Context: an optimization exercise on an open-source flow, tuned for small area, a short achievable clock period and few clock cycles. The choices shown serve that exercise and are no tape-out recipe.
Only simulation tests tie the RTL to the original design; equivalence was not proved.
Power is estimated from default activity; no workload was simulated.

==> flow/design.v <==
module ffCalc (
	input clk,					 
	input strobe,				 
	input [3:0] token,			 
	output ready,				 
	output [3:0] answer			 
);
	parameter token_ADD	= 4'hA;
	parameter token_SUB	= 4'hB;
	parameter token_MUL	= 4'hC;
	parameter token_DIV	= 4'hD;
	parameter token_EQU	= 4'hE;
	parameter token_CLR	= 4'hF;
	parameter pend_ADD = 2'd0;  
	parameter pend_SUB = 2'd1;  
	parameter pend_MUL = 2'd2;  
	parameter pend_DIV = 2'd3;  
	reg [3:0] sum;
	reg [3:0] term;
	reg neg;
	reg [3:0] digit;
	reg [1:0] pend;
	reg has_op;
	wire clear = strobe & (token_CLR==token);
	wire is_number = ~token[3] | (token[2:1]==2'b00);
	wire is_op = token[3] & (token[2:1]!=2'b00);  
	wire is_func = is_op & ~(token[2] & token[1]);  
	wire [3:0] total = neg ? (sum - term) : (sum + term);
	reg [3:0] folded;
	always @* begin
		case (pend)
			pend_MUL : folded = term * digit;
			pend_DIV : folded = (digit == 4'd0) ? 4'hF : term / digit;
			default  : folded = digit;
		endcase
	end
	always @(posedge clk) begin
		if (strobe) digit <= token;
	end
	always @(posedge clk) begin
		if (clear) begin
			sum <= 4'd0;
			term <= 4'd0;
			neg <= 1'b0;
			pend <= pend_ADD;
			has_op <= 1'b0;
		end else if (strobe) begin
			if (is_number) begin
				if (~pend[1]) begin
					sum <= total;
					neg <= pend[0];
				end
			end else if (is_op) begin
				term <= folded;
				pend <= token[1:0] + 2'd2;  
				if (is_func) has_op <= 1'b1;
			end
		end
	end
	assign ready = 1'b1;
	assign answer = has_op ? total : 4'd0;
endmodule
export LEC_CHECK = 0
export CAP_MARGIN = 20
export CORE_MARGIN = 2
export CORE_UTILIZATION = 40
export SLEW_MARGIN = 20
create_clock -name core_clock -period 6.0 [get_ports {clk}]
run.sh (not shown) runs the stock make flow with config.mk's settings and CLKGATE_MAP_FILE= SYNTH_SCRIPT=/design/flow/synth_recipe.tcl, a recipe that flattens the netlist after the stock synthesis.
The first run went through all stages and came out clean.
Testbench counts at the start, summed over its fixed seeds: cycles 35,318.
Next try:
==> flow/design.v (replaced) <==
module ffCalc (
	input clk,					 
	input strobe,				 
	input [3:0] token,			 
	output ready,				 
	output [3:0] answer			 
);
	parameter token_ADD	= 4'hA;
	parameter token_SUB	= 4'hB;
	parameter token_MUL	= 4'hC;
	parameter token_DIV	= 4'hD;
	parameter token_EQU	= 4'hE;
	parameter token_CLR	= 4'hF;
	parameter pend_ADD = 2'd0;  
	parameter pend_SUB = 2'd1;  
	parameter pend_MUL = 2'd2;  
	parameter pend_DIV = 2'd3;  
	reg [3:0] sum;
	reg [3:0] term;
	reg neg;
	reg [1:0] pend;
	reg has_op;
	wire clear = strobe & (token_CLR==token);
	wire is_number = ~token[3] | (token[2:1]==2'b00);
	wire is_func = token[3] & (token[2:1]!=2'b00) & ~(token[2] & token[1]);  
	wire [3:0] total = neg ? (sum - term) : (sum + term);
	reg [3:0] folded;
	always @* begin
		case (pend)
			pend_MUL : folded = term * token;
			pend_DIV : folded = (token == 4'd0) ? 4'hF : term / token;
			default  : folded = token;
		endcase
	end
	always @(posedge clk) begin
		if (clear) begin
			sum <= 4'd0;
			term <= 4'd0;
			neg <= 1'b0;
			pend <= pend_ADD;
			has_op <= 1'b0;
		end else if (strobe) begin
			if (is_number) begin
				term <= folded;
				if (~pend[1]) begin
					sum <= total;
					neg <= pend[0];
				end
			end else if (is_func) begin
				pend <= token[1:0] + 2'd2;  
				has_op <= 1'b1;
			end
		end
	end
	assign ready = 1'b1;
	assign answer = has_op ? total : 4'd0;
endmodule
Clock-buffer cell count stays the same.
Routed wire length barely changes.
Utilization climbs by 1.1 points.
Non-clock buffer count climbs by 2.
Via count drops by 1.9%.
Hold slack degrades by 0.036 ns.
Power drops by 2.4%.
Synthesized cell count climbs by 0.65%.
Clock power drops by 2.9%.
Global-route usage climbs by 2.3 points.
Cell area drops by 5.7%.
Clock skew stays flat.
Synthesized area drops by 5.7%.
Testbench counts after the change, summed over its fixed seeds: cycles 35,318.

==> separate check: timing with driven ports <==
How much do the figures lean on ideal ports? The routed layouts below were timed once more, with nothing changed but the port constraints. Step 1: set_driving_cell puts a clkbuf_16 on clk and a buf_2 on each other input, an assumption about the parent block. Step 2 moves the port delays by t, midway between the first and last clock arrival at a register: inputs arrive t later, outputs are due t later. That takes back most of the time a late clock gives input paths. Three values: ideal ports, drivers, drivers and shift; two values: the first two.
run	t, ns	setup WS [ns]	hold slack, ns
the first run	0.307	1.537 / 1.537 / 1.537	0.531 / 0.531 / 0.531
the second run	0.307	0.861 / 0.859 / 0.552	0.496 / 0.496 / 0.496
After both steps setup and hold are still met in every run listed. The setup slack of the second run, which loses most, moves by -0.002 ns with the drivers and by -0.309 ns with both steps.
